Source: an optimization exercise on an open RTL-to-GDS flow (aim: small area). Production flows keep margins and buffers that such runs may drop.
The RTL was checked by simulation tests, not by an equivalence proof against the original design.
The clock port is modelled as an ideal driver; clocking choices that lean on that would not hold on a real chip.
Power and IR drop assume default switching activity.

## flow/design.v

```verilog
module divide(clk,rst,sw,clkout_1khz,tick_1khz,tick_1hz,tick_out);
input clk,rst; 
input [1:0] sw; 
output reg clkout_1khz; 
output tick_1khz; 
output tick_1hz; 
output tick_out; 
reg clkout_half_hz,clkout_1hz,clkout_2hz,clkout_4hz,clkout_d;
reg clkout;
reg [8:0] cnt;
reg [6:0] cnt1;
wire cnt_last  = (cnt[7:0] == 8'h21);
wire cnt1_last = (cnt1[5:0] == 6'h00);
always @(sw or clkout_half_hz or clkout_1hz or clkout_2hz or clkout_4hz) 
begin
	case(sw)
	 2'b00:clkout = clkout_half_hz;
	 2'b01:clkout = clkout_1hz;
	 2'b10:clkout = clkout_2hz;
	 default:clkout = clkout_4hz;
	endcase
end
assign tick_1khz = cnt_last & ~clkout_1khz;
wire   tick_4hz  = tick_1khz & cnt1_last & ~clkout_4hz;
wire   tick_2hz  = tick_4hz & ~clkout_2hz;
assign tick_1hz  = tick_2hz & ~clkout_1hz;
assign tick_out  = clkout & ~clkout_d;
always @(posedge clk or posedge rst) 
begin
	if(rst) begin cnt <= 9'h042; clkout_1khz <= 0; end
	else begin
	cnt <= {cnt[7:0], cnt[8] ^ cnt[3] ^ cnt_last};
	if(cnt_last) clkout_1khz <= ~clkout_1khz;
	end
end
always @(posedge clk or posedge rst) 
begin
	if(rst) begin cnt1 <= 7'h01; clkout_4hz <= 0; end
	else if (tick_1khz) begin
	cnt1 <= {cnt1[5:0], ~(cnt1[6] ^ cnt1[5]) ^ cnt1_last};
	if(cnt1_last) clkout_4hz <= ~clkout_4hz;
	end
end
always @(posedge clk or posedge rst) 
begin
	if(rst) clkout_2hz <= 0;
	else if (tick_4hz) clkout_2hz <= ~clkout_2hz;
end
always @(posedge clk or posedge rst) 
begin
	if(rst) clkout_1hz <= 0;
	else if (tick_2hz) clkout_1hz <= ~clkout_1hz;
end
always @(posedge clk or posedge rst) 
begin
	if(rst) clkout_half_hz <= 0;
	else if (tick_1hz) clkout_half_hz <= ~clkout_half_hz;
end
always @(posedge clk or posedge rst) 
begin
	if(rst) clkout_d <= 0;
	else clkout_d <= clkout;
end
endmodule
module counter (clk,rst,inc,tens,ones);
input clk,rst,inc;
output reg [2:0] tens;
output reg [3:0] ones;
always @(posedge clk or posedge rst)
	if (rst) begin
		tens <= 0;
		ones <= 0;
	end
	else if (inc) begin
		if (tens == 6) begin tens <= 0; ones <= 0; end
		else if (ones == 9) begin tens <= tens + 1'b1; ones <= 0; end
		else ones <= ones + 1'b1;
	end
endmodule
module seg_led (tens,ones,sel,seg_led);
input [2:0] tens;
input [3:0] ones;
input sel;
output [8:0] seg_led;
function [7:0] seg; 
input [3:0] n;
begin
	case (n)
	4'd0: seg = 8'b11111100;
	4'd1: seg = 8'b01100000;
	4'd2: seg = 8'b11011010;
	4'd3: seg = 8'b11110010;
	4'd4: seg = 8'b01100110;
	4'd5: seg = 8'b10110110;
	4'd6: seg = 8'b10111110;
	4'd7: seg = 8'b11100100;
	4'd8: seg = 8'b11111110;
	4'd9: seg = 8'b11110110;
	default: seg = 8'b00000000;
	endcase
end
endfunction
assign seg_led = {1'b0, seg(sel ? {1'b0,tens} : ones)};
endmodule
module debounce (clk,rst,key,key_pulse);
parameter   N = 1;  
input             clk;
input             rst;
input   [N-1:0]   key;          
output  [N-1:0]   key_pulse;    
reg     [N-1:0]   key_rst_pre;   
reg     [N-1:0]   key_rst;       
wire    [N-1:0]   key_edge;    
always @(posedge clk  or  posedge rst)
begin
  if (rst) begin
	   key_rst <= {N{1'b1}};
	   key_rst_pre <= {N{1'b1}};
  end
  else begin
	   key_rst <= key;
	   key_rst_pre <= key_rst;
  end    
end
assign  key_edge = key_rst_pre & (~key_rst);
reg	[16:0]	  cnt;
always @(posedge clk or posedge rst)
begin
	if(rst)
	 cnt <= 0;
	else if(key_edge)
	 cnt <= 0;
	else
	 cnt <= {cnt[15:0], cnt[16] ^ cnt[13] ^ (cnt[15:0] == 16'h0)};
end  
  reg     [N-1:0]   key_sec_pre;
  reg     [N-1:0]   key_sec;                    
always @(posedge clk  or  posedge rst)
begin
	if (rst) 
	  key_sec <= {N{1'b1}};                
	else begin
	if (cnt==17'h19921)
	  key_sec <= key;
	else if (key_edge)
	  key_sec <= {N{1'b1}};
	end
end
always @(posedge clk  or  posedge rst)
begin
 if (rst)
	  key_sec_pre <= {N{1'b1}};
 else                   
	  key_sec_pre <= key_sec;             
end 
assign  key_pulse = key_sec_pre & (~key_sec);     
endmodule	
module led_matrix (clk,rst,shift,side,sw1,r_col,g_col,row,phase);
input clk,rst;
input shift;    
input side;     
input sw1;
output reg [7:0] r_col,g_col,row;
output phase;   
reg [2:0] row_cnt;
assign phase = row_cnt[0];
reg valid;
reg pend, dir;
reg [3:0] nl, nr;    
always @(posedge clk or posedge rst)
	if (rst) begin
		row_cnt <= 0;
		valid <= 0;
		pend <= 0;
	end
	else begin
		row_cnt <= row_cnt + 1'b1;
		valid <= 1'b1;
		pend <= shift;
	end
always @(posedge clk)
	dir <= sw1;
wire [3:0] cur = side ? nl : nr;
wire lim = dir ? (cur == 4'd10) : (cur == 4'd0);
wire [3:0] nxt = cur + {~dir, ~dir, ~dir, 1'b1};
always @(posedge clk or posedge rst)
	if (rst) begin
		nl <= 0;
		nr <= 0;
	end
	else if (pend & ~lim) begin
		if (side) nl <= nxt;
		else nr <= nxt;
	end
wire [9:0] L, R;
genvar i;
generate for (i = 0; i < 10; i = i + 1) begin : th
	assign L[i] = (nl <= i);
	assign R[i] = (nr <= 9 - i);
end endgenerate
wire p = row_cnt[2];
wire [1:0] j = row_cnt[1:0] ^ {2{p}};
reg [7:0] raw, mask;
always @(*) case (j)
  2'd0: begin raw = {L[3:0],R[9:6]}; mask = 8'b11111111; end
  2'd1: begin raw = {1'b0,L[6:4],R[5:3],1'b0}; mask = 8'b01111110; end
  2'd2: begin raw = {2'b0,L[8:7],R[2:1],2'b0}; mask = 8'b00111100; end
  default: begin raw = {3'b0,L[9],R[0],3'b0}; mask = 8'b00011000; end
endcase
always @(*) begin
  r_col = {8{valid}} & mask & (raw ^ {8{p}});
  g_col = {8{valid}} & mask & ~(raw ^ {8{p}});
  row = valid ? ~(8'd1 << row_cnt) : 8'hff;
end
endmodule
module lcd(clk,tick,clk_LCD,rst,en,RS,RW,data,stop,speed);
input      clk;       
input      tick;      
input      clk_LCD;   
input       rst,stop;
input [1:0] speed;    
output    en,RS,RW;
output   reg [7:0]  data;
assign  RW = 1'b0;
assign  en = clk_LCD;
reg [1:0] speed_pre,speed_now; 
reg stop_now,stop_pre;
always @(posedge clk)
begin
	if (tick) begin
	speed_now <= speed;
	speed_pre <= speed_now;
	stop_now <= stop;
	stop_pre <= stop_now;
	end
end
wire pulse = (speed_now==speed_pre)? 1'b0:1'b1;
localparam [3:0] CLR0 = 4'd0;
localparam [3:0] CLR1 = 4'd1;
localparam [3:0] SDM = 4'd2;
localparam [3:0] DON = 4'd3;
localparam [3:0] SHD = 4'd4;
localparam [3:0] W0 = 4'd5;
localparam [3:0] W1 = 4'd6;
localparam [3:0] W2 = 4'd7;
localparam [3:0] W3 = 4'd8;
localparam [3:0] W4 = 4'd9;
localparam [3:0] W5 = 4'd10;
localparam [3:0] W6 = 4'd11;
localparam [3:0] W7 = 4'd12;
localparam [3:0] IDLE = 4'd13;
reg [3:0] st;
reg [3:0] st_next;
always @(*)
	case (st)
	CLR0, CLR1: st_next = SDM;
	SDM: st_next = DON;
	DON: st_next = SHD;
	SHD: st_next = W0;
	W0: st_next = W1;
	W1: st_next = W2;
	W2: st_next = W3;
	W3: st_next = W4;
	W4: st_next = W5;
	W5: st_next = W6;
	W6: st_next = W7;
	W7: st_next = IDLE;
	IDLE: st_next = pulse ? CLR1 : IDLE;
	default: st_next = CLR0;
	endcase
always @(posedge clk or posedge rst)
	if (rst) st <= CLR0;
	else if (tick) st <= st_next;
assign RS = (st == W1) | (st == W2) | (st == W3) | (st == W4) | (st == W5) | (st == W6) | (st == W7);
always @(*)
	case (st)
	CLR0: data = 8'h00;
	SDM: data = 8'h01;
	DON: data = 8'h38;
	SHD: data = 8'h0c;
	W0: data = 8'h06;
	W1: data = stop_pre ? 8'h57 : 8'h53;
	W2: data = stop_pre ? 8'h65 : 8'h50;
	W3: data = stop_pre ? 8'h7c : 8'h45;
	W4: data = stop_pre ? 8'h63 : 8'h45;
	W5: data = stop_pre ? 8'h6f : 8'h44;
	W6: data = stop_pre ? 8'h6d : 8'h3a;
	W7: data = stop_pre ? 8'h65 : {6'b001100, speed_pre} + 8'h01;
	default: data = 8'hc2;
	endcase
endmodule
module music(beep,clk,rst,tick);
input clk,tick,rst;
output reg beep;
reg [10:0] count;
reg [3:0] seconds;
reg [10:0] count_end;
always @(*)
	case (seconds)
	4'd0,4'd1,4'd2: count_end = 11'd1565;  
	4'd3,4'd9: count_end = 11'd212;  
	4'd4,4'd5,4'd6: count_end = 11'd1276;  
	4'd7,4'd8: count_end = 11'd1056;  
	default: count_end = 11'd1353;  
	endcase
wire playing = (seconds != 4'd12);
always @(posedge clk or posedge rst)
if (rst) begin count <= 0;beep <= 0;end
else begin
	if (playing) begin
		if (count == count_end) begin
		count <= 0;
		beep <= ~beep;
		end
		else count <= {count[9:0], count[10] ^ count[8] ^ (count[9:0] == 10'h0)};
	end
	else beep <= 0;
end
always @(posedge clk or posedge rst)
if (rst) seconds <= 0;
else if (tick && playing) seconds <= seconds + 1'b1;
endmodule
module ehourglass(sw1,btn0,rst,clk,speed,beep,r_col,g_col,row,seg_led,seg_led_d,
				lcd_rs,lcd_rw,lcd_e,d);
input sw1,btn0,rst,clk; 
input [1:0]speed; 
output  lcd_rs,lcd_rw,lcd_e; 
output  [7:0] d;
output beep;
output [7:0]r_col,g_col,row; 
output [8:0]seg_led; 
output [7:0]seg_led_d;
wire clk_1khz; 
wire tick_1khz,tick_1hz,tick_out; 
wire btn0_pulse;
reg stop;
reg cnt_matrix; 
reg sec_inc; 
wire sel; 
wire [2:0] tens;
wire [3:0] ones;
assign seg_led_d={6'b111111,sel,~sel};
always @(posedge clk or posedge rst)
begin
if (rst) begin
	stop <= 0;
	cnt_matrix <= 0;
	sec_inc <= 0;
end
else begin
	if (btn0_pulse) stop <= ~stop;
	if (tick_out & ~stop) cnt_matrix <= ~cnt_matrix;
	sec_inc <= tick_1hz & ~stop;
end
end
divide  d1(
			.clk(clk),
			.rst(rst),
			.sw(speed),
			.clkout_1khz(clk_1khz),
			.tick_1khz(tick_1khz),
			.tick_1hz(tick_1hz),
			.tick_out(tick_out)
			);
counter ct(
			.clk(clk),
			.rst(rst),
			.inc(sec_inc),
			.tens(tens),
			.ones(ones)
			);
seg_led s1(
			.tens(tens),
			.ones(ones),
			.sel(sel),
			.seg_led(seg_led)
			);
debounce de1(
			  .clk(clk),
			  .rst(rst),
			  .key(btn0),
			  .key_pulse(btn0_pulse)
				);
led_matrix l1(
			  .clk(clk),
			  .rst(rst),
			  .shift(tick_out & ~stop),
			  .side(cnt_matrix),
			  .sw1(sw1),
			  .r_col(r_col),
			  .g_col(g_col),
			  .row(row),
			  .phase(sel)
			    );
lcd 	lcd1(
			  .clk(clk),
			  .tick(tick_1khz),
			  .clk_LCD(clk_1khz),
			  .speed(speed),
			  .rst(rst),
			  .stop(stop),
			  .data(d),
			  .RS(lcd_rs),
			  .RW(lcd_rw),
			  .en(lcd_e)
				);
music m1(
			.clk(clk),
			.tick(tick_out),
			.rst(rst),
			.beep(beep)
			);
endmodule
```

## flow/flow/run.sh

```bash
#!/bin/bash
# Own layout flow: the standard flow (standard.sh) with an area-oriented
# ABC script in synthesis, cells sized down after floorplan, small port
# buffers and a clock tree of small buffers without dummy loads.
set -euo pipefail
W=$(pwd)
export AREA_ABC_SCRIPT=$W/flow/area.script
export FLOW_SYNTH_TCL=$W/synth_recipe.tcl
bash standard.sh \
  SYNTH_SCRIPT=$W/flow/synth_area.tcl \
  POST_FLOORPLAN_TCL=$W/flow/post_floorplan.tcl \
  "BUFFER_PORTS_ARGS=-buffer_cell sky130_fd_sc_hd__buf_1" \
  "CTS_ARGS=-sink_clustering_enable -repair_clock_nets -dont_use_dummy_load -buf_list {sky130_fd_sc_hd__clkbuf_4 sky130_fd_sc_hd__clkbuf_8}" \
  finish > $W/flow_make.log 2>&1
```

## flow/flow/area.script

```
strash
&get -n
&deepsyn -T 30
&put
dch -f
amap
topo
```

## flow/flow/post_floorplan.tcl

```tcl
# Timing is far from critical at this clock period: size cells down to
# recover the area that the synthesis's buffering and upsizing spent.
repair_timing -recover_power 100 -setup_margin 0.5
```

## flow/flow/synth_area.tcl

```tcl
# The standard synthesis (synth_recipe.tcl), with ABC's mapping script
# replaced by an area-oriented one. Registers are mapped by dfflibmap before
# ABC runs, so they come out the same as in the standard synthesis.
proc abc {args} {
  set i [lsearch -exact $args -script]
  if {$i >= 0} { lset args [expr {$i + 1}] $::env(AREA_ABC_SCRIPT) }
  yosys abc {*}$args
}
source $::env(FLOW_SYNTH_TCL)
```

## flow/standard.sh

```bash
#!/bin/bash
# synth_recipe.tcl (not shown) runs the flow's synth.tcl, then flattens the netlist and writes it again
# the make line also repeats each setting of config.mk as NAME=value (left out here)
make -C /OpenROAD-flow-scripts/flow DESIGN_CONFIG=/design/flow/config.mk WORK_HOME=/design/flow/orfs CLKGATE_MAP_FILE= SYNTH_SCRIPT=/design/flow/synth_recipe.tcl "${@:-finish}"
```

## flow/config.mk

```make
export PLATFORM = sky130hd
export DESIGN_NAME = ehourglass
export DESIGN_NICKNAME = ehourglass
export VERILOG_FILES = /design/flow/design.v
export SDC_FILE = /design/flow/constraint.sdc
export NUM_CORES = 4
export LEC_CHECK = 0
export CAP_MARGIN = 20
export CORE_MARGIN = 2
export CORE_UTILIZATION = 55
export SLEW_MARGIN = 20
```

## flow/constraint.sdc

```tcl
create_clock -name core_clock -period 10.0 [get_ports {clk}]
set_input_delay 2.0000 -clock core_clock [delete_from_list [all_inputs] [get_ports {clk}]]
set_output_delay 2.0000 -clock core_clock [all_outputs]
set_load 0.01 [all_outputs]
```

==> impl_results.html, run 1 <==
<table>
<tr><th>Metric</th><th>Value</th></tr>
<tr><th colspan="2">Die</th></tr>
<tr><td>Chip Height</td><td>96.6 um</td></tr>
<tr><td>Die footprint</td><td>9330 sq um</td></tr>
<tr><td>I/O pin count</td><td>59</td></tr>
<tr><td>Number of rows in the core area</td><td>33</td></tr>
<tr><td>Starting utilization of the core area</td><td>a little under three fifths</td></tr>
<tr><td>Die width</td><td>~97 um</td></tr>
<tr><td>CORE AREA</td><td>just over 8000 sq um</td></tr>
<tr><th colspan="2">Layout</th></tr>
<tr><td>Area growth from synthesis to layout</td><td>8.84%</td></tr>
<tr><td>Diodes inserted</td><td>0</td></tr>
<tr><td>Post-route cell area</td><td>~5100 sq um</td></tr>
<tr><td>Layout cell share with drive strength beyond 1</td><td>between 3 and 4%</td></tr>
<tr><td>Final #Nets</td><td>622</td></tr>
<tr><td>Most common library cell in the layout ignoring fill and taps</td><td>sky130_fd_sc_hd__nor2_1</td></tr>
<tr><td>Leading cell types in the layout, fill and taps excluded</td><td>sky130_fd_sc_hd__nor2_1, sky130_fd_sc_hd__clkinv_1, sky130_fd_sc_hd__dfrtp_1, sky130_fd_sc_hd__buf_1, sky130_fd_sc_hd__nand2_1</td></tr>
<tr><td>Number of fill cells</td><td>a little over 700</td></tr>
<tr><td>Post-layout util</td><td>between 60 and 70%</td></tr>
<tr><th colspan="2">Worst setup path</th></tr>
<tr><td>Startpoint-to-endpoint class of the critical path</td><td>register to primary output</td></tr>
<tr><td>Worst reg-to-reg path cell count</td><td>10</td></tr>
<tr><td>Category of the worst setup path launch point</td><td>register</td></tr>
<tr><td>Register-to-register setup slack</td><td>just over 7 ns</td></tr>
<tr><td>Critical path peak fanout</td><td>9</td></tr>
<tr><td>Worst setup EP type</td><td>primary output</td></tr>
<tr><td>Data arrival time of the critical path</td><td>2.75 ns</td></tr>
<tr><td>Reg-to-reg critical path startpoint</td><td>m1.seconds[0]</td></tr>
<tr><td>Data required, critical path</td><td>approximately 8 ns</td></tr>
<tr><td>Worst flop-to-flop path endpoint</td><td>m1.count[5]</td></tr>
<tr><th colspan="2">STA</th></tr>
<tr><td>Final hold slack</td><td>0.357 ns</td></tr>
<tr><td>Number of failing hold endpoints at the final stage</td><td>0</td></tr>
<tr><td>Fmax</td><td>0.210 GHz</td></tr>
<tr><td>RSZ-0062 raised after global routing</td><td>no</td></tr>
<tr><td>Final cycle utilization of the critical path</td><td>between 40% and 50%</td></tr>
<tr><td>Sum of negative setup slack</td><td>0 ns</td></tr>
<tr><td>Max Slew Vio Count</td><td>0</td></tr>
<tr><td>Final setup vio count</td><td>0</td></tr>
<tr><td>Worst clock skew</td><td>between 0.03 and 0.04 ns</td></tr>
<tr><td>Slew at the pin with the worst max-slew slack</td><td>0.766 ns</td></tr>
<tr><td>Slew headroom</td><td>48.9%</td></tr>
<tr><td>Post-route minimum period</td><td>~4.8 ns</td></tr>
<tr><th colspan="2">Worst hold path</th></tr>
<tr><td>Class of the most critical hold timing path</td><td>register to register</td></tr>
<tr><td>Launch point of the worst hold path</td><td>de1.key_sec</td></tr>
<tr><td>Number of stages on the worst hold path</td><td>0</td></tr>
<tr><td>Worst min-delay path endpoint</td><td>de1.key_sec_pre</td></tr>
<tr><th colspan="2">Synth</th></tr>
<tr><td>Mapped Area</td><td>roughly 4700 sq um</td></tr>
<tr><td>Number of enable-type register cells in the synthesized netlist</td><td>6</td></tr>
<tr><td>Sequential area share after synthesis</td><td>between 50 and 60%</td></tr>
<tr><td>Async set-or-reset flop fraction in the synthesized netlist</td><td>slightly above 90%</td></tr>
<tr><td>Post-Synthesis Cells</td><td>between 500 and 600</td></tr>
<tr><td>Per-instance average area after synthesis</td><td>between 8 and 9 sq um</td></tr>
<tr><td>Number of distinct library cells after synthesis</td><td>42</td></tr>
<tr><td>Number of warnings reported in the yosys synthesis log</td><td>8</td></tr>
<tr><td>Post-synthesis sequential element count</td><td>93</td></tr>
<tr><td>Main synth FF type</td><td>sky130_fd_sc_hd__dfrtp_1</td></tr>
<tr><th colspan="2">Global route</th></tr>
<tr><td>Global-route usage over all layers</td><td>20.5%</td></tr>
<tr><td>GRT overflow</td><td>0</td></tr>
<tr><td>Number of antenna violations at the first check in global routing</td><td>0</td></tr>
<tr><td>Number of global-route vias before repair</td><td>3494</td></tr>
<tr><td>First-pass GRT wire length</td><td>roughly 15000 um</td></tr>
<tr><td>Maximum number of pins on one net before global-route repair</td><td>87</td></tr>
<tr><th colspan="2">Detailed routing</th></tr>
<tr><td>Total number of vias</td><td>about 3800</td></tr>
<tr><td>Violation count after the first detailed-route iteration</td><td>about 170</td></tr>
<tr><td>Remaining routing DRC violations</td><td>0</td></tr>
<tr><td>Sum of routed wire length over all layers</td><td>~8700 um</td></tr>
<tr><td>Count of nets left with antenna violations after detail routing</td><td>0</td></tr>
<tr><td>Average wire per cell in the routed design</td><td>between 10 and 15 um</td></tr>
<tr><td>DR pass1 iterations</td><td>4</td></tr>
<tr><td>Vias/cell</td><td>~5.5</td></tr>
<tr><th colspan="2">Power and ir drop</th></tr>
<tr><td>LEAKAGE</td><td>around 0.0022 uW</td></tr>
<tr><td>Peak VDD IR</td><td>approximately 0.12 mV</td></tr>
<tr><td>Areal power density over the cells</td><td>~200 nW/um^2</td></tr>
<tr><th colspan="2">Clock network</th></tr>
<tr><td>Quantity of gates resized following cts</td><td>0</td></tr>
<tr><td>Clock tree from TritonCTS</td><td>done</td></tr>
<tr><td>Number of clock buffers inserted by TritonCTS</td><td>9</td></tr>
<tr><td>Root Buffer</td><td>sky130_fd_sc_hd__clkbuf_8</td></tr>
<tr><td>CTS H-Tree Depth</td><td>3</td></tr>
<tr><td>CTS sink cnt</td><td>93</td></tr>
<tr><td>Register clock-pin slew on the reported worst setup and hold paths</td><td>0.08 ns</td></tr>
<tr><td>Number of buffers inserted by hold repair at cts</td><td>0</td></tr>
<tr><td>Max Root-Sink Buffers</td><td>2</td></tr>
<tr><td>Clk Latency, worst-skew pair</td><td>around 0.37 ns</td></tr>
<tr><td>Buffers inserted during post-CTS setup optimization</td><td>0</td></tr>
<tr><th colspan="2">Job</th></tr>
<tr><td>Max-capacitance violation count</td><td>0</td></tr>
<tr><th colspan="2">Place</th></tr>
<tr><td>Placement-stage cell area</td><td>between 5000 and 6000 sq um</td></tr>
<tr><td>Global placer's final weighted congestion</td><td>0.829</td></tr>
<tr><td>Count of buffers inserted at the top-level ports</td><td>between 40 and 50</td></tr>
<tr><td>Post-detail-place hpwl</td><td>between 6000 and 7000 um</td></tr>
<tr><th colspan="2">Outcome</th></tr>
<tr><td>Run status</td><td>no timing/DRC/antenna violations</td></tr>
</table>
## cells by family (layout without fill, tap and decap cells)
family | Yosys count | in the layout | share of synthesized area, %
xor gates and xnor gates | 1 | 1 | 0.186
other | 2 | 10 | 0.159
adders and majority gates | 22 | 22 | 6.00
buffers and inverters | 92 | 142 | 8.12
AOI/OAI and AO/OA | 130 | 130 | 17.4
DFF | 93 | 93 | 50.1
and+or+nand+nor | 194 | 194 | 18.1
## through the flow
| stage | total power (uW) | setup WS (ns) | cells |
|---|---|---|---|
| floorplan | 757 | 5.86 | 542 |
| global placement | 830 | 5.79 | 688 |
| detailed placement | 838 | 5.66 | 688 |
| CTS | 1030 | 5.27 | 697 |
| global route | 1110 | 5.02 | 697 |
| finish | 1020 | 5.25 | 697 |
## worst max-delay path, stage by stage, from the launching register on
cell                       delay, ns
sky130_fd_sc_hd__dfrtp_1        0.49
sky130_fd_sc_hd__clkinv_1       0.26
sky130_fd_sc_hd__o22ai_1        0.51
sky130_fd_sc_hd__or2_0          0.25
sky130_fd_sc_hd__a21oi_1        0.14
sky130_fd_sc_hd__a32oi_1        0.28
sky130_fd_sc_hd__clkinv_1       0.10
sky130_fd_sc_hd__o22ai_1        0.20
sky130_fd_sc_hd__nor2_1         0.06
sky130_fd_sc_hd__buf_1          0.12
## cell usage after synthesis, types with 2 or more instances
cell type / count / area, sq um
sky130_fd_sc_hd__a41oi_1: 2 / 17.5
sky130_fd_sc_hd__dfstp_2: 7 / 184
sky130_fd_sc_hd__nor3_1: 8 / 40.0
sky130_fd_sc_hd__o22a_1: 10 / 87.6
sky130_fd_sc_hd__nor4_1: 6 / 37.5
sky130_fd_sc_hd__or4_1: 4 / 30.0
sky130_fd_sc_hd__nor2_1: 98 / 368
sky130_fd_sc_hd__o22ai_1: 24 / 150
sky130_fd_sc_hd__o41ai_1: 2 / 17.5
sky130_fd_sc_hd__o21ai_0: 27 / 135
sky130_fd_sc_hd__nor4b_1: 2 / 17.5
sky130_fd_sc_hd__ha_1: 21 / 263
sky130_fd_sc_hd__a221oi_1: 2 / 17.5
sky130_fd_sc_hd__a21o_1: 2 / 15.0
sky130_fd_sc_hd__nand3_1: 13 / 65.1
sky130_fd_sc_hd__clkinv_1: 82 / 308
sky130_fd_sc_hd__conb_1: 2 / 7.51
sky130_fd_sc_hd__nor2b_1: 16 / 100
sky130_fd_sc_hd__a21oi_1: 34 / 170
sky130_fd_sc_hd__a22oi_1: 3 / 22.5
sky130_fd_sc_hd__buf_4: 10 / 75.1
sky130_fd_sc_hd__or2_0: 4 / 25.0
sky130_fd_sc_hd__dfrtp_1: 79 / 1980
sky130_fd_sc_hd__a211oi_1: 7 / 52.6
sky130_fd_sc_hd__nand2_1: 40 / 150
sky130_fd_sc_hd__or3_1: 2 / 12.5
sky130_fd_sc_hd__a2111oi_0: 2 / 17.5
sky130_fd_sc_hd__edfxtp_1: 6 / 180
sky130_fd_sc_hd__a31oi_1: 3 / 18.8
sky130_fd_sc_hd__o32ai_1: 4 / 35.0
## worst max-delay path by stage
| stage | startpoint | endpoint | slack (ns) | depth (start not counted) |
|---|---|---|---|---|
| global placement | l1.row_cnt[2] | r_col[4] | 5.79 | 9 |
| finish | l1.row_cnt[2] | r_col[4] | 5.25 | 9 |
| CTS | l1.row_cnt[0] | g_col[5] | 5.27 | 10 |
| floorplan | l1.row_cnt[0] | r_col[5] | 5.86 | 10 |
| detailed placement | l1.row_cnt[0] | g_col[5] | 5.66 | 10 |
| global route | l1.row_cnt[2] | r_col[4] | 5.02 | 9 |
## routing by layer
layer  GRT usage, %  wire [um]
met1           27.4       4120
met2           33.4       4030
met3           4.11        407
met4           7.28        142
met5              0          0
## where the power goes
group | leakage, uW | total, uW | switching [uW] | internal (uW)
Combinational | 0.000967 | 338 | 212 | 126
Sequential | 0.00117 | 495 | 54.3 | 441
Clock | 0.0000647 | 190 | 110 | 80.7
Total | 0.00220 | 1020 | 376 | 647
## registers in the layout, summed over array words and instances (netlist names), 2 cells and up
name            count
l1.nl               4
d1.cnt1             7
ct.ones             4
l1.row_cnt          3
m1.seconds          4
d1.cnt              9
ct.tens             3
lcd1.speed_pre      2
m1.count           11
l1.nr               4
lcd1.st             4
lcd1.speed_now      2
de1.cnt            17
## cell type report
cell class / count / area (sq um) / area share, %
well taps: 105 / 131 / 2.56
flip-flops and latches: 93 / 2360 / 46.0
clock buffers: 9 / 124 / 2.41
inverters: 82 / 309 / 6.02
repair buffers: 51 / 203 / 3.95
multi-input cells: 357 / 2000 / 39.1
==> inputs of run 2 (changes only) <==
==> flow/flow/synth_area.tcl (replaced) <==
# The standard synthesis (synth_recipe.tcl), with ABC's mapping script
# replaced by an area-oriented one. Registers are mapped by dfflibmap before
# ABC runs and the adder step does not touch them, so they come out the same
# as in the standard synthesis.
proc abc {args} {
  set i [lsearch -exact $args -script]
  if {$i >= 0} { lset args [expr {$i + 1}] $::env(AREA_ABC_SCRIPT) }
  yosys abc {*}$args
}
# Leave adders to ABC too instead of mapping them to adder cells first, so
# they are optimised together with the logic around them.
set ::env(ADDER_MAP_FILE) ""
source $::env(FLOW_SYNTH_TCL)
==> impl_results.html, run 2 <==
<table>
<tr><th>Metric</th><th>Value</th></tr>
<tr><th colspan="2">Outcome</th></tr>
<tr><td>Run status</td><td>no timing/DRC/antenna violations</td></tr>
<tr><th colspan="2">Synth</th></tr>
<tr><td>Per-instance average area after synthesis</td><td>approximately 8.8 sq um</td></tr>
<tr><td>Main area contributors after synthesis</td><td>sky130_fd_sc_hd__dfrtp_1, sky130_fd_sc_hd__nor2_1, sky130_fd_sc_hd__clkinv_1</td></tr>
<tr><td>Post-synthesis sequential element count</td><td>93</td></tr>
<tr><td>Synth top area share</td><td>~45%</td></tr>
<tr><td>Async set-or-reset flop fraction in the synthesized netlist</td><td>between 90% and 100%</td></tr>
<tr><td>Number of enable-type register cells in the synthesized netlist</td><td>6</td></tr>
<tr><td>Number of distinct library cells after synthesis</td><td>42</td></tr>
<tr><td>Sequential area share after synthesis</td><td>~53%</td></tr>
<tr><td>Number of warnings reported in the yosys synthesis log</td><td>8</td></tr>
<tr><td>Ranking of synthesized cells by instance count</td><td>sky130_fd_sc_hd__nor2_1, sky130_fd_sc_hd__dfrtp_1, sky130_fd_sc_hd__clkinv_1</td></tr>
<tr><td>Cell taking the most area after synthesis</td><td>sky130_fd_sc_hd__dfrtp_1</td></tr>
<tr><td>Mapped Area</td><td>~4400 sq um</td></tr>
<tr><td>Cell with the most instances after synthesis</td><td>sky130_fd_sc_hd__nor2_1</td></tr>
<tr><td>Main synth FF type</td><td>sky130_fd_sc_hd__dfrtp_1</td></tr>
<tr><td>Post-Synthesis Cells</td><td>about 500</td></tr>
<tr><th colspan="2">STA</th></tr>
<tr><td>Slew headroom</td><td>between 50% and 60%</td></tr>
<tr><td>Sum of negative setup slack</td><td>0 ns</td></tr>
<tr><td>Final setup vio count</td><td>0</td></tr>
<tr><td>Max Slew Vio Count</td><td>0</td></tr>
<tr><td>RSZ-0062 raised after global routing</td><td>no</td></tr>
<tr><td>Final hold slack</td><td>~0.37 ns</td></tr>
<tr><td>Final cycle utilization of the critical path</td><td>roughly half</td></tr>
<tr><td>Number of failing hold endpoints at the final stage</td><td>0</td></tr>
<tr><td>Post-route minimum period</td><td>4.98 ns</td></tr>
<tr><td>Fmax</td><td>roughly 0.2 GHz</td></tr>
<tr><td>Slew at the pin with the worst max-slew slack</td><td>0.736 ns</td></tr>
<tr><td>Worst clock skew</td><td>slightly above 0.03 ns</td></tr>
<tr><th colspan="2">Detailed routing</th></tr>
<tr><td>Count of nets left with antenna violations after detail routing</td><td>0</td></tr>
<tr><td>Sum of routed wire length over all layers</td><td>~8300 um</td></tr>
<tr><td>DR pass1 iterations</td><td>5</td></tr>
<tr><td>Violation count after the first detailed-route iteration</td><td>251</td></tr>
<tr><td>Total number of vias</td><td>between 3000 and 4000</td></tr>
<tr><td>Remaining routing DRC violations</td><td>0</td></tr>
<tr><td>Vias/cell</td><td>5.54</td></tr>
<tr><td>Average wire per cell in the routed design</td><td>about 13 um</td></tr>
<tr><th colspan="2">Worst setup path</th></tr>
<tr><td>Data required, critical path</td><td>roughly 8 ns</td></tr>
<tr><td>Startpoint-to-endpoint class of the critical path</td><td>register to primary output</td></tr>
<tr><td>Data arrival time of the critical path</td><td>just under 3 ns</td></tr>
<tr><td>Category of the worst setup path launch point</td><td>register</td></tr>
<tr><td>Worst reg-to-reg path cell count</td><td>11</td></tr>
<tr><td>Worst setup EP type</td><td>primary output</td></tr>
<tr><td>Critical path peak fanout</td><td>13</td></tr>
<tr><th colspan="2">Power and ir drop</th></tr>
<tr><td>P_int</td><td>roughly 630 uW</td></tr>
<tr><td>Seq pwr share</td><td>51.6%</td></tr>
<tr><td>Comb power frac</td><td>between 20% and 30%</td></tr>
<tr><td>LEAKAGE</td><td>0.00200 uW</td></tr>
<tr><td>Peak VDD IR</td><td>between 0.1 and 0.15 mV</td></tr>
<tr><td>Switching part of the total power</td><td>between 30% and 40%</td></tr>
<tr><td>Total net switching power</td><td>~350 uW</td></tr>
<tr><td>Areal power density over the cells</td><td>around 200 nW/um^2</td></tr>
<tr><td>Clock network power share</td><td>around a fifth</td></tr>
<tr><th colspan="2">Die</th></tr>
<tr><td>CORE AREA</td><td>about 8000 sq um</td></tr>
<tr><td>Die footprint</td><td>a little under 9000 sq um</td></tr>
<tr><td>I/O pin count</td><td>59</td></tr>
<tr><td>Starting utilization of the core area</td><td>a little under three fifths</td></tr>
<tr><td>Chip Height</td><td>about 94 um</td></tr>
<tr><td>Number of rows in the core area</td><td>32</td></tr>
<tr><td>Die width</td><td>~94 um</td></tr>
<tr><th colspan="2">Layout</th></tr>
<tr><td>Area growth from synthesis to layout</td><td>9.34%</td></tr>
<tr><td>Leading cell types in the layout, fill and taps excluded</td><td>sky130_fd_sc_hd__nor2_1, sky130_fd_sc_hd__dfrtp_1, sky130_fd_sc_hd__clkinv_1, sky130_fd_sc_hd__buf_1, sky130_fd_sc_hd__o21ai_0</td></tr>
<tr><td>Register with the most flip-flops</td><td>de1.cnt</td></tr>
<tr><td>Post-layout util</td><td>between 60% and 70%</td></tr>
<tr><td>Top Registers</td><td>de1.cnt x17, m1.count x11, d1.cnt x9</td></tr>
<tr><td>Diodes inserted</td><td>0</td></tr>
<tr><td>Final #Nets</td><td>approximately 570</td></tr>
<tr><td>Most common library cell in the layout ignoring fill and taps</td><td>sky130_fd_sc_hd__nor2_1</td></tr>
<tr><td>Layout cell share with drive strength beyond 1</td><td>under 10%</td></tr>
<tr><td>Max FFs per register</td><td>17</td></tr>
<tr><th colspan="2">Place</th></tr>
<tr><td>Global placer's final weighted congestion</td><td>a little over 0.9</td></tr>
<tr><td>Count of buffers inserted at the top-level ports</td><td>between 40 and 50</td></tr>
<tr><td>Post-detail-place hpwl</td><td>approximately 6000 um</td></tr>
<tr><th colspan="2">Clock network</th></tr>
<tr><td>Number of clock buffers inserted by TritonCTS</td><td>9</td></tr>
<tr><td>CTS sink cnt</td><td>93</td></tr>
<tr><td>Quantity of gates resized following cts</td><td>0</td></tr>
<tr><td>Max Root-Sink Buffers</td><td>2</td></tr>
<tr><td>Number of buffers inserted by hold repair at cts</td><td>0</td></tr>
<tr><td>Buffers inserted during post-CTS setup optimization</td><td>0</td></tr>
<tr><td>Clock tree from TritonCTS</td><td>done</td></tr>
<tr><td>Clk Latency, worst-skew pair</td><td>~0.36 ns</td></tr>
<tr><td>Root Buffer</td><td>sky130_fd_sc_hd__clkbuf_8</td></tr>
<tr><td>Register clock-pin slew on the reported worst setup and hold paths</td><td>~0.060 ns</td></tr>
<tr><td>CTS H-Tree Depth</td><td>3</td></tr>
<tr><th colspan="2">Worst hold path</th></tr>
<tr><td>Number of stages on the worst hold path</td><td>0</td></tr>
<tr><td>Class of the most critical hold timing path</td><td>register to register</td></tr>
<tr><th colspan="2">Job</th></tr>
<tr><td>Max-capacitance violation count</td><td>0</td></tr>
<tr><th colspan="2">Global route</th></tr>
<tr><td>Global-route usage over all layers</td><td>approximately a fifth</td></tr>
<tr><td>First-pass GRT wire length</td><td>14600 um</td></tr>
<tr><td>GRT overflow</td><td>0</td></tr>
<tr><td>Number of global-route vias before repair</td><td>3251</td></tr>
<tr><td>Number of antenna violations at the first check in global routing</td><td>0</td></tr>
<tr><td>Maximum number of pins on one net before global-route repair</td><td>87</td></tr>
</table>
run 2: cell count changes after synthesis, moves of 7 or more:
cell	before	now
sky130_fd_sc_hd__nor3_1	8	16
sky130_fd_sc_hd__o21ai_0	27	36
sky130_fd_sc_hd__ha_1	21	0
sky130_fd_sc_hd__nor2_1	98	88
sky130_fd_sc_hd__clkinv_1	82	72
sky130_fd_sc_hd__a21oi_1	34	27
run 2: per-stage QoR:
stage               std cells  setup slack [ns]  cell area (sq um)  power [uW]
floorplan                 511              5.63               4450         729
global placement          654              5.49               4700         795
detailed placement        654              5.41               4700         800
CTS                       663              5.04               4830         992
global route              663              4.59               4830        1060
finish                    663              5.02               4830         987
run 2: worst max-delay path, cell delays in order (launching register included):
cell and delay (ns):
sky130_fd_sc_hd__dfrtp_1 0.57, sky130_fd_sc_hd__clkinv_1 0.31, sky130_fd_sc_hd__o22ai_1 0.24, sky130_fd_sc_hd__clkinv_1 0.19, sky130_fd_sc_hd__o21ai_0 0.40, sky130_fd_sc_hd__clkinv_1 0.15, sky130_fd_sc_hd__a31oi_1 0.23, sky130_fd_sc_hd__nor2_1 0.06
sky130_fd_sc_hd__a211oi_1 0.29, sky130_fd_sc_hd__nor2_1 0.07, sky130_fd_sc_hd__buf_1 0.13
run 2: area by class of cell:
cell class | count | area (sq um)
tap | 102 | 128
timing repair buffer | 51 | 203
inverter | 72 | 272
fill | 683 | 2930
clock buffer | 9 | 124
multi-input combinational | 336 | 1750
sequential | 93 | 2360
run 2: cells by family (layout without fill, tap and decap cells):
group           count (synthesis)  after routing  share of synthesized area [%]
flops                          93             93                           53.4
other cells                     2             10                          0.170
simple gates                  187            187                           18.9
buf+inv                        82            132                           7.81
compound gates                138            138                           19.6
xor+xnor                        1              1                          0.198
run 2: power groups by stage:
stage	Clock (uW)	Sequential, uW	Combinational [uW]
global placement	0	515	280
global route	213	520	329
detailed placement	0	514	286
floorplan	0	497	232
finish	190	509	288
CTS	199	508	286
run 2: routing by layer:
metal | track usage (%) | routed length, um
met1 | 29.2 | 4040
met2 | 32.7 | 3760
met3 | 3.05 | 392
met4 | 8.33 | 136
met5 | 0 | 0
run 2: final timing paths:
| check | startpoint | endpoint | slack, ns |
|---|---|---|---|
| max in group asynchronous | rst | l1.row_cnt[0] | 7.67 |
| min | de1.key_rst | de1.key_rst_pre | 0.37 |
| min in group asynchronous | rst | de1.cnt[3] | 1.82 |
| max reg2reg | d1.cnt[7] | d1.clkout_half_hz | 7.35 |
| min reg2reg | de1.key_rst | de1.key_rst_pre | 0.37 |
| max | l1.row_cnt[2] | r_col[3] | 5.02 |
==> inputs of run 3 (changes only) <==
--- a/flow/design.v
+++ b/flow/design.v
@@ -298,20 +298,20 @@
 always @(*)
 	case (seconds)
-	4'd0,4'd1,4'd2: count_end = 11'd1565;  
-	4'd3,4'd9: count_end = 11'd212;  
-	4'd4,4'd5,4'd6: count_end = 11'd1276;  
-	4'd7,4'd8: count_end = 11'd1056;  
-	default: count_end = 11'd1353;  
+	4'd0,4'd1,4'd2: count_end = 11'd355;  
+	4'd3,4'd9: count_end = 11'd1131;  
+	4'd4,4'd5,4'd6: count_end = 11'd103;  
+	4'd7,4'd8: count_end = 11'd1130;  
+	default: count_end = 11'd483;  
 	endcase
 wire playing = (seconds != 4'd12);
 always @(posedge clk or posedge rst)
-if (rst) begin count <= 0;beep <= 0;end
+if (rst) begin count <= 11'd144;beep <= 0;end
 else begin
 	if (playing) begin
 		if (count == count_end) begin
-		count <= 0;
+		count <= 11'd144;
 		beep <= ~beep;
 		end
-		else count <= {count[9:0], count[10] ^ count[8] ^ (count[9:0] == 10'h0)};
+		else count <= {count[9:0], count[10] ^ count[4] ^ count[5] ^ count[6] ^ (count[9:0] == 10'h0)};
 	end
 	else beep <= 0;
==> impl_results.html, run 3 <==
<table>
<tr><th>Metric</th><th>Value</th></tr>
<tr><th colspan="2">Outcome</th></tr>
<tr><td>Run status</td><td>no timing/DRC/antenna violations</td></tr>
<tr><th colspan="2">Global route</th></tr>
<tr><td>GRT overflow</td><td>0</td></tr>
<tr><td>Global-route usage over all layers</td><td>between 20% and 30%</td></tr>
<tr><td>Maximum number of pins on one net before global-route repair</td><td>87</td></tr>
<tr><td>Number of antenna violations at the first check in global routing</td><td>0</td></tr>
<tr><td>First-pass GRT wire length</td><td>~14000 um</td></tr>
<tr><td>Number of global-route vias before repair</td><td>3284</td></tr>
<tr><th colspan="2">Worst hold path</th></tr>
<tr><td>Class of the most critical hold timing path</td><td>register to register</td></tr>
<tr><th colspan="2">Worst setup path</th></tr>
<tr><td>Worst flop-to-flop path endpoint</td><td>lcd1.st[2]</td></tr>
<tr><td>CP cell instances</td><td>clkinv_1 -&gt; nor2_1 -&gt; nor2_1 -&gt; nor2_1 -&gt; o32ai_1 -&gt; nor2b_1 -&gt; o32ai_1 -&gt; nor2b_1 -&gt; buf_1</td></tr>
<tr><td>Data arrival time of the critical path</td><td>roughly 2.7 ns</td></tr>
<tr><td>Category of the worst setup path launch point</td><td>register</td></tr>
<tr><td>Most prevalent standard cell on the critical path</td><td>sky130_fd_sc_hd__nor2_1</td></tr>
<tr><td>Slowest stage delay, CP</td><td>0.49 ns</td></tr>
<tr><td>Startpoint-to-endpoint class of the critical path</td><td>register to primary output</td></tr>
<tr><td>CP max-delay cell</td><td>sky130_fd_sc_hd__dfrtp_1</td></tr>
<tr><td>Data required, critical path</td><td>approximately 8.0 ns</td></tr>
<tr><td>Register-to-register setup slack</td><td>roughly 7.4 ns</td></tr>
<tr><td>Start point of the critical path</td><td>l1.row_cnt[0]</td></tr>
<tr><td>Number of gates on the worst path with buffers counted</td><td>9</td></tr>
<tr><td>Worst reg-to-reg path cell count</td><td>10</td></tr>
<tr><td>Worst setup EP type</td><td>primary output</td></tr>
<tr><td>Cell family with most CP delay</td><td>simple AND/OR/NAND/NOR gates</td></tr>
<tr><td>Worst setup path endpoint</td><td>g_col[3]</td></tr>
<tr><td>Reg-to-reg critical path startpoint</td><td>d1.cnt[4]</td></tr>
<tr><td>Critical path peak fanout</td><td>10</td></tr>
<tr><td>Number of buffers and inverters on the critical path</td><td>2</td></tr>
<tr><th colspan="2">Detailed routing</th></tr>
<tr><td>Sum of routed wire length over all layers</td><td>between 8000 and 9000 um</td></tr>
<tr><td>DR pass1 iterations</td><td>4</td></tr>
<tr><td>Average wire per cell in the routed design</td><td>~13 um</td></tr>
<tr><td>Remaining routing DRC violations</td><td>0</td></tr>
<tr><td>Violation count after the first detailed-route iteration</td><td>between 150 and 200</td></tr>
<tr><td>Count of nets left with antenna violations after detail routing</td><td>0</td></tr>
<tr><td>Total number of vias</td><td>roughly 3500</td></tr>
<tr><td>Vias/cell</td><td>approximately 5.4</td></tr>
<tr><th colspan="2">Layout</th></tr>
<tr><td>Most common library cell in the layout ignoring fill and taps</td><td>sky130_fd_sc_hd__nor2_1</td></tr>
<tr><td>Max FFs per register</td><td>17</td></tr>
<tr><td>Post-route cell area</td><td>about 4800 sq um</td></tr>
<tr><td>Final #Nets</td><td>around 560</td></tr>
<tr><td>Diodes inserted</td><td>0</td></tr>
<tr><td>Leading cell types in the layout, fill and taps excluded</td><td>sky130_fd_sc_hd__nor2_1, sky130_fd_sc_hd__dfrtp_1, sky130_fd_sc_hd__clkinv_1, sky130_fd_sc_hd__buf_1, sky130_fd_sc_hd__nand2_1</td></tr>
<tr><td>Area growth from synthesis to layout</td><td>9.47%</td></tr>
<tr><td>Layout cell share with drive strength beyond 1</td><td>under 10%</td></tr>
<tr><td>Top Registers</td><td>de1.cnt x17, m1.count x11, d1.cnt x9</td></tr>
<tr><td>Register with the most flip-flops</td><td>de1.cnt</td></tr>
<tr><td>Number of fill cells</td><td>a little under 700</td></tr>
<tr><th colspan="2">Synth</th></tr>
<tr><td>Post-Synthesis Cells</td><td>495</td></tr>
<tr><td>Ranking of synthesized cells by instance count</td><td>sky130_fd_sc_hd__nor2_1, sky130_fd_sc_hd__dfrtp_1, sky130_fd_sc_hd__clkinv_1</td></tr>
<tr><td>Number of distinct library cells after synthesis</td><td>just over 40</td></tr>
<tr><td>Async set-or-reset flop fraction in the synthesized netlist</td><td>approximately 90%</td></tr>
<tr><td>Synth top area share</td><td>44.2%</td></tr>
<tr><td>Mapped Area</td><td>between 4000 and 5000 sq um</td></tr>
<tr><td>Per-instance average area after synthesis</td><td>between 8 and 9 sq um</td></tr>
<tr><td>Cell with the most instances after synthesis</td><td>sky130_fd_sc_hd__nor2_1</td></tr>
<tr><td>Number of warnings reported in the yosys synthesis log</td><td>8</td></tr>
<tr><td>Sequential area share after synthesis</td><td>54.2%</td></tr>
<tr><td>Main area contributors after synthesis</td><td>sky130_fd_sc_hd__dfrtp_1, sky130_fd_sc_hd__nor2_1, sky130_fd_sc_hd__clkinv_1</td></tr>
<tr><td>Cell taking the most area after synthesis</td><td>sky130_fd_sc_hd__dfrtp_1</td></tr>
<tr><td>Post-synthesis sequential element count</td><td>a little over 90</td></tr>
<tr><td>Main synth FF type</td><td>sky130_fd_sc_hd__dfrtp_1</td></tr>
<tr><td>Number of enable-type register cells in the synthesized netlist</td><td>6</td></tr>
<tr><th colspan="2">STA</th></tr>
<tr><td>Post-route minimum period</td><td>around 4.7 ns</td></tr>
<tr><td>Setup WS post-layout</td><td>between 5 and 6 ns</td></tr>
<tr><td>Final cycle utilization of the critical path</td><td>roughly 47%</td></tr>
<tr><td>Final setup vio count</td><td>0</td></tr>
<tr><td>Slew headroom</td><td>between 50% and 60%</td></tr>
<tr><td>Sum of negative setup slack</td><td>0 ns</td></tr>
<tr><td>RSZ-0062 raised after global routing</td><td>no</td></tr>
<tr><td>Slew at the pin with the worst max-slew slack</td><td>~0.75 ns</td></tr>
<tr><td>Worst clock skew</td><td>between 0.03 and 0.04 ns</td></tr>
<tr><td>Max Slew Vio Count</td><td>0</td></tr>
<tr><td>Fmax</td><td>about 0.21 GHz</td></tr>
<tr><td>Number of failing hold endpoints at the final stage</td><td>0</td></tr>
<tr><th colspan="2">Clock network</th></tr>
<tr><td>Buffers inserted during post-CTS setup optimization</td><td>0</td></tr>
<tr><td>Max Root-Sink Buffers</td><td>2</td></tr>
<tr><td>Root Buffer</td><td>sky130_fd_sc_hd__clkbuf_8</td></tr>
<tr><td>Quantity of gates resized following cts</td><td>0</td></tr>
<tr><td>Register clock-pin slew on the reported worst setup and hold paths</td><td>0.06 ns</td></tr>
<tr><td>Clock tree from TritonCTS</td><td>done</td></tr>
<tr><td>Number of buffers inserted by hold repair at cts</td><td>0</td></tr>
<tr><td>Number of clock buffers inserted by TritonCTS</td><td>9</td></tr>
<tr><td>CTS sink cnt</td><td>93</td></tr>
<tr><td>CTS H-Tree Depth</td><td>3</td></tr>
<tr><td>Clk Latency, worst-skew pair</td><td>between 0.3 and 0.4 ns</td></tr>
<tr><th colspan="2">Die</th></tr>
<tr><td>Die footprint</td><td>a little under 9000 sq um</td></tr>
<tr><td>Starting utilization of the core area</td><td>~57%</td></tr>
<tr><td>Chip Height</td><td>~93 um</td></tr>
<tr><td>Die width</td><td>about 93 um</td></tr>
<tr><td>CORE AREA</td><td>7690 sq um</td></tr>
<tr><td>I/O pin count</td><td>59</td></tr>
<tr><td>Number of rows in the core area</td><td>32</td></tr>
<tr><th colspan="2">Power and ir drop</th></tr>
<tr><td>Areal power density over the cells</td><td>between 150 and 200 nW/um^2</td></tr>
<tr><td>Switching part of the total power</td><td>between 30% and 40%</td></tr>
<tr><td>Seq pwr share</td><td>around 53%</td></tr>
<tr><td>Clock network power share</td><td>approximately a fifth</td></tr>
<tr><td>Comb power frac</td><td>between 20% and 30%</td></tr>
<tr><td>LEAKAGE</td><td>~0.002 uW</td></tr>
<tr><td>Peak VDD IR</td><td>between 0.1 and 0.15 mV</td></tr>
<tr><td>P_int</td><td>roughly 620 uW</td></tr>
<tr><td>Total net switching power</td><td>about 330 uW</td></tr>
<tr><th colspan="2">Place</th></tr>
<tr><td>Post-placement setup slack</td><td>approximately 5.7 ns</td></tr>
<tr><td>Post-detail-place hpwl</td><td>between 6000 and 7000 um</td></tr>
<tr><td>Placement-stage cell area</td><td>4640 sq um</td></tr>
<tr><td>Count of buffers inserted at the top-level ports</td><td>49</td></tr>
<tr><td>Global placer's final weighted congestion</td><td>0.851</td></tr>
<tr><th colspan="2">Job</th></tr>
<tr><td>Max-capacitance violation count</td><td>0</td></tr>
</table>
[run 3: power groups by stage]
stage / clock network, uW / registers, uW / logic (uW)
after floorplan: 0 / 488 / 204
after global routing: 216 / 505 / 298
after detailed placement: 0 / 502 / 256
after global placement: 0 / 501 / 250
after CTS: 199 / 496 / 258
final: 192 / 497 / 256
[run 3: cell families (layout without fill, tap and decap cells)]
group	count (synthesis)	in the layout	synth area share [%]
flip-flops	93	93	54.2
AO/OA/AOI/OAI	122	122	17.8
buffers and inverters	82	132	7.92
XOR/XNOR	1	1	0.201
other	2	10	0.172
AND/OR/NAND/NOR	195	195	19.7
[run 3: area by class of cell]
| class | instances | area, sq um | area share, % |
|---|---|---|---|
| sequential | 93 | 2360 | 49.5 |
| timing repair buffer | 51 | 203 | 4.25 |
| multi-input combinational | 328 | 1690 | 35.3 |
| tap | 102 | 128 | 2.67 |
| inverter | 72 | 272 | 5.69 |
| clock buffer | 9 | 124 | 2.59 |
[run 3: how the worst min path moves through the flow]
stage                      startpoint               to  depth (start not counted)
after detailed placement  de1.key_rst  de1.key_rst_pre                          0
after global placement      d1.cnt[5]        d1.cnt[6]                          0
after global routing      de1.key_sec  de1.key_sec_pre                          0
final                     de1.key_rst  de1.key_rst_pre                          0
after floorplan             d1.cnt[0]        d1.cnt[1]                          0
after CTS                 de1.key_rst  de1.key_rst_pre                          0
[run 3: per-layer routing]
metal	global-route usage, %	vias up	part of all wire [%]
met2	32.9	75	46
met3	3.71	11	3.2
met1	29.0	1625	50
li1	-	1810	-
met5	0	-	0
met4	6.13	0	1.2
[run 3: through the flow]
stage               power [uW]  cells  utilization [%]  hold slack [ns]
global placement           750    646             60.4            0.355
global route              1020    655             62.1            0.380
floorplan                  692    503                -            0.347
detailed placement         758    646             60.4            0.360
CTS                        952    655             62.0            0.369
finish                     945    655             62.1            0.372
==> inputs of run 4 (changes only) <==
==> flow/flow/run.sh (replaced) <==
#!/bin/bash
# Own layout flow: the standard flow (standard.sh) with an area-oriented
# ABC script in synthesis, cells sized down after floorplan, small port
# buffers and a clock tree of small buffers without dummy loads, its leaf
# buffers sized to their load.
set -euo pipefail
W=$(pwd)
export AREA_ABC_SCRIPT=$W/flow/area.script
export FLOW_SYNTH_TCL=$W/synth_recipe.tcl
bash standard.sh \
  SYNTH_SCRIPT=$W/flow/synth_area.tcl \
  POST_FLOORPLAN_TCL=$W/flow/post_floorplan.tcl \
  POST_CTS_TCL=$W/flow/post_cts.tcl \
  "BUFFER_PORTS_ARGS=-buffer_cell sky130_fd_sc_hd__buf_1" \
  "CTS_ARGS=-sink_clustering_enable -repair_clock_nets -dont_use_dummy_load -buf_list {sky130_fd_sc_hd__clkbuf_4 sky130_fd_sc_hd__clkbuf_8}" \
  finish > $W/flow_make.log 2>&1
==> flow/flow/post_cts.tcl (new file) <==
# Leaf clock buffers that drive few flip-flops do not need clkbuf_8: give
# those with at most 11 flip-flop clock pins the smaller clkbuf_4. The root
# buffer (which drives buffers, not flip-flops) keeps its size.
set block [ord::get_db_block]
set downsized 0
foreach inst [$block getInsts] {
  if {[[$inst getMaster] getName] ne "sky130_fd_sc_hd__clkbuf_8"} { continue }
  set net [[$inst findITerm X] getNet]
  if {$net eq "NULL"} { continue }
  set sinks 0
  set all_flops 1
  foreach it [$net getITerms] {
    if {[$it isOutputSignal]} { continue }
    incr sinks
    if {[[$it getMTerm] getName] ne "CLK"} { set all_flops 0 }
  }
  if {$all_flops && $sinks > 0 && $sinks <= 11} {
    replace_cell [$inst getName] sky130_fd_sc_hd__clkbuf_4
    incr downsized
  }
}
puts "post_cts: $downsized leaf clock buffers resized to clkbuf_4"
detailed_placement
check_placement -verbose
--- a/flow/config.mk
+++ b/flow/config.mk
@@ -8,4 +8,5 @@
 export CAP_MARGIN = 20
 export CORE_MARGIN = 2
-export CORE_UTILIZATION = 55
+export CORE_UTILIZATION = 70
+export PLACE_DENSITY = 0.8
 export SLEW_MARGIN = 20
==> impl_results.html, run 4 <==
<table>
<tr><th>Metric</th><th>Value</th></tr>
<tr><th colspan="2">Worst setup path</th></tr>
<tr><td>Worst setup EP type</td><td>primary output</td></tr>
<tr><td>Category of the worst setup path launch point</td><td>register</td></tr>
<tr><td>Start point of the critical path</td><td>l1.row_cnt[0]</td></tr>
<tr><td>Data arrival time of the critical path</td><td>approximately 2.8 ns</td></tr>
<tr><td>Reg-to-reg critical path startpoint</td><td>d1.cnt[3]</td></tr>
<tr><td>Critical path peak fanout</td><td>10</td></tr>
<tr><td>Startpoint-to-endpoint class of the critical path</td><td>register to primary output</td></tr>
<tr><td>Data required, critical path</td><td>8.00 ns</td></tr>
<tr><th colspan="2">Global route</th></tr>
<tr><td>Number of global-route vias before repair</td><td>3461</td></tr>
<tr><td>GRT overflow</td><td>0</td></tr>
<tr><td>Maximum number of pins on one net before global-route repair</td><td>between 80 and 90</td></tr>
<tr><td>Global-route usage over all layers</td><td>a little over a quarter</td></tr>
<tr><td>First-pass GRT wire length</td><td>approximately 15000 um</td></tr>
<tr><td>Number of antenna violations at the first check in global routing</td><td>0</td></tr>
<tr><th colspan="2">Place</th></tr>
<tr><td>Post-detail-place hpwl</td><td>between 6000 and 7000 um</td></tr>
<tr><td>Count of buffers inserted at the top-level ports</td><td>around 50</td></tr>
<tr><td>Post-placement setup slack</td><td>5.66 ns</td></tr>
<tr><td>Global placer's final weighted congestion</td><td>0.943</td></tr>
<tr><th colspan="2">STA</th></tr>
<tr><td>Max Slew Vio Count</td><td>0</td></tr>
<tr><td>Fmax</td><td>around 0.21 GHz</td></tr>
<tr><td>Post-route minimum period</td><td>~4.8 ns</td></tr>
<tr><td>RSZ-0062 raised after global routing</td><td>no</td></tr>
<tr><td>Slew headroom</td><td>between 50% and 60%</td></tr>
<tr><td>Final setup vio count</td><td>0</td></tr>
<tr><td>Setup WS post-layout</td><td>between 5 and 6 ns</td></tr>
<tr><td>Final cycle utilization of the critical path</td><td>between 40% and 50%</td></tr>
<tr><td>Worst clock skew</td><td>0.0331 ns</td></tr>
<tr><td>Slew at the pin with the worst max-slew slack</td><td>roughly 0.73 ns</td></tr>
<tr><td>Number of failing hold endpoints at the final stage</td><td>0</td></tr>
<tr><td>Sum of negative setup slack</td><td>0 ns</td></tr>
<tr><th colspan="2">Layout</th></tr>
<tr><td>Most common library cell in the layout ignoring fill and taps</td><td>sky130_fd_sc_hd__nor2_1</td></tr>
<tr><td>Area growth from synthesis to layout</td><td>7.97%</td></tr>
<tr><td>Final #Nets</td><td>roughly 560</td></tr>
<tr><td>Number of fill cells</td><td>about 400</td></tr>
<tr><td>Leading cell types in the layout, fill and taps excluded</td><td>sky130_fd_sc_hd__nor2_1, sky130_fd_sc_hd__dfrtp_1, sky130_fd_sc_hd__clkinv_1, sky130_fd_sc_hd__buf_1, sky130_fd_sc_hd__nand2_1</td></tr>
<tr><td>Layout cell share with drive strength beyond 1</td><td>under 10%</td></tr>
<tr><td>Diodes inserted</td><td>0</td></tr>
<tr><td>Multi-input gate area in the final layout</td><td>1690 sq um</td></tr>
<tr><td>Top Registers</td><td>de1.cnt x17, m1.count x11, d1.cnt x9</td></tr>
<tr><td>Register with the most flip-flops</td><td>de1.cnt</td></tr>
<tr><td>Register area</td><td>between 2000 and 2500 sq um</td></tr>
<tr><td>Max FFs per register</td><td>17</td></tr>
<tr><th colspan="2">Detailed routing</th></tr>
<tr><td>Total number of vias</td><td>3641</td></tr>
<tr><td>Remaining routing DRC violations</td><td>0</td></tr>
<tr><td>Average wire per cell in the routed design</td><td>between 10 and 15 um</td></tr>
<tr><td>Violation count after the first detailed-route iteration</td><td>245</td></tr>
<tr><td>Sum of routed wire length over all layers</td><td>8550 um</td></tr>
<tr><td>Vias/cell</td><td>~5.8</td></tr>
<tr><td>DR pass1 iterations</td><td>4</td></tr>
<tr><td>Count of nets left with antenna violations after detail routing</td><td>0</td></tr>
<tr><th colspan="2">Clock network</th></tr>
<tr><td>CTS sink cnt</td><td>slightly above 90</td></tr>
<tr><td>Register clock-pin slew on the reported worst setup and hold paths</td><td>0.11 ns</td></tr>
<tr><td>Clock tree from TritonCTS</td><td>done</td></tr>
<tr><td>Clk Latency, worst-skew pair</td><td>0.36 ns</td></tr>
<tr><th colspan="2">Worst hold path</th></tr>
<tr><td>Class of the most critical hold timing path</td><td>register to register</td></tr>
<tr><td>Launch point of the worst hold path</td><td>de1.key_rst</td></tr>
<tr><th colspan="2">Die</th></tr>
<tr><td>I/O pin count</td><td>roughly 60</td></tr>
<tr><td>Starting utilization of the core area</td><td>between 70% and 80%</td></tr>
<tr><td>Chip Height</td><td>82.9 um</td></tr>
<tr><td>Die footprint</td><td>roughly 7000 sq um</td></tr>
<tr><td>Die width</td><td>around 83 um</td></tr>
<tr><td>CORE AREA</td><td>between 5000 and 6000 sq um</td></tr>
<tr><td>Number of rows in the core area</td><td>28</td></tr>
<tr><th colspan="2">Synth</th></tr>
<tr><td>Number of enable-type register cells in the synthesized netlist</td><td>6</td></tr>
<tr><td>Ranking of synthesized cells by instance count</td><td>sky130_fd_sc_hd__nor2_1, sky130_fd_sc_hd__dfrtp_1, sky130_fd_sc_hd__clkinv_1</td></tr>
<tr><td>Cell with the most instances after synthesis</td><td>sky130_fd_sc_hd__nor2_1</td></tr>
<tr><td>Async set-or-reset flop fraction in the synthesized netlist</td><td>slightly above 90%</td></tr>
<tr><td>Sequential area share after synthesis</td><td>a little over half</td></tr>
<tr><td>Mapped Area</td><td>between 4000 and 5000 sq um</td></tr>
<tr><td>Synth top area share</td><td>~44%</td></tr>
<tr><td>Post-synthesis sequential element count</td><td>93</td></tr>
<tr><td>Cell taking the most area after synthesis</td><td>sky130_fd_sc_hd__dfrtp_1</td></tr>
<tr><td>Main synth FF type</td><td>sky130_fd_sc_hd__dfrtp_1</td></tr>
<tr><td>Number of distinct library cells after synthesis</td><td>a little over 40</td></tr>
<tr><td>Main area contributors after synthesis</td><td>sky130_fd_sc_hd__dfrtp_1, sky130_fd_sc_hd__nor2_1, sky130_fd_sc_hd__clkinv_1</td></tr>
<tr><td>Post-Synthesis Cells</td><td>495</td></tr>
<tr><td>Number of warnings reported in the yosys synthesis log</td><td>8</td></tr>
<tr><td>Per-instance average area after synthesis</td><td>8.81 sq um</td></tr>
<tr><th colspan="2">Power and ir drop</th></tr>
<tr><td>Areal power density over the cells</td><td>about 200 nW/um^2</td></tr>
<tr><td>Peak VDD IR</td><td>between 0.2 and 0.25 mV</td></tr>
<tr><td>LEAKAGE</td><td>roughly 0.002 uW</td></tr>
<tr><th colspan="2">Outcome</th></tr>
<tr><td>Run status</td><td>no timing/DRC/antenna violations</td></tr>
<tr><th colspan="2">Job</th></tr>
<tr><td>Max-capacitance violation count</td><td>0</td></tr>
</table>
run 4: cell counts after synthesis:
No cell type changed its count.
run 4: cells by family (layout without fill, tap and decap cells):
kind of cell | after synthesis | after routing | share of synthesized area [%]
compound gates | 122 | 122 | 17.8
xor+xnor | 1 | 1 | 0.201
buf+inv | 82 | 132 | 7.92
flops | 93 | 93 | 54.2
other cells | 2 | 10 | 0.172
simple gates | 195 | 195 | 19.7
run 4: cell type report:
type,count,share of cell area (%)
clock buffers,9,1.97
inverters,72,5.77
multi-input cells,328,35.8
flip-flops and latches,93,50.2
well taps,75,1.99
repair buffers,51,4.30
run 4: critical path: stages, from the launching register on:
cell                       delay [ns]
sky130_fd_sc_hd__dfrtp_1         0.51
sky130_fd_sc_hd__clkinv_1        0.32
sky130_fd_sc_hd__nor2_1          0.37
sky130_fd_sc_hd__nor2_1          0.16
sky130_fd_sc_hd__nor2_1          0.17
sky130_fd_sc_hd__o32ai_1         0.11
sky130_fd_sc_hd__nor2b_1         0.15
sky130_fd_sc_hd__o32ai_1         0.33
sky130_fd_sc_hd__nor2b_1         0.17
sky130_fd_sc_hd__buf_1           0.15
run 4: report_power, final:
group | switching, uW | internal (uW)
Clock | 105 | 59.6
Combinational | 168 | 94.5
Sequential | 54.3 | 441
run 4: per-stage QoR:
| step | std cells | power (uW) | hold slack [ns] | utilization (%) | instance area, sq um |
|---|---|---|---|---|---|
| 2_1_floorplan | 503 | 692 | 0.347 | - | 4390 |
| 3_3_place_gp | 619 | 745 | 0.354 | 77.4 | 4610 |
| 3_5_place_dp | 619 | 758 | 0.360 | 77.4 | 4610 |
| 5_1_grt | 628 | 987 | 0.383 | 79.1 | 4710 |
| 6_report | 628 | 923 | 0.377 | 79.1 | 4710 |
run 4: worst paths after layout:
path                                        end  slack [ns]  depth (start not counted)
worst max register to register       lcd1.st[2]        7.39                         10
max in group asynchronous            de1.cnt[5]        7.66                          3
worst min register to register  de1.key_rst_pre        0.38                          0
worst max-delay path                   g_col[3]        5.21                          9
worst min-delay path            de1.key_rst_pre        0.38                          0
min in group asynchronous            de1.cnt[7]        1.82                          3
run 4: routing by layer:
| layer | global-route usage, % | wire [um] |
|---|---|---|
| met5 | 0 | 0 |
| met4 | 9.99 | 114 |
| met3 | 4.37 | 437 |
| met2 | 43.0 | 4070 |
| met1 | 35.7 | 3920 |

## re-timing with driven ports
No port has a modelled driver above. Below, the same layouts with a new extraction and two added sets of constraints. Step 1 sets driving cells, clkbuf_16 on the clock port and buf_2 on the other inputs (assumed; they add their load-dependent delay and slew). Step 2 times the ports against the registers' clock, not the clock port: input delays grow and output delays shrink by t, the midpoint of the rising clock arrivals with the driver on. Three values: ideal, step 1, step 2; two values: the first two.
run	t (ns)	setup WS [ns]	worst hold slack (ns)	worst setup path at the end	cell pins on the clock port's net
run 1	0.385	5.247 / 5.213 / 5.598	0.357 / 0.357 / 0.357	register to output	1
run 2	0.375	5.022 / 4.989 / 5.364	0.372 / 0.372 / 0.372	register to output	1
run 3	0.362	5.328 / 5.301 / 5.663	0.372 / 0.372 / 0.372	register to output	1
run 4	0.376	5.208 / 5.178 / 5.554	0.377 / 0.377 / 0.377	register to output	1
After both steps every run listed still meets setup and hold.
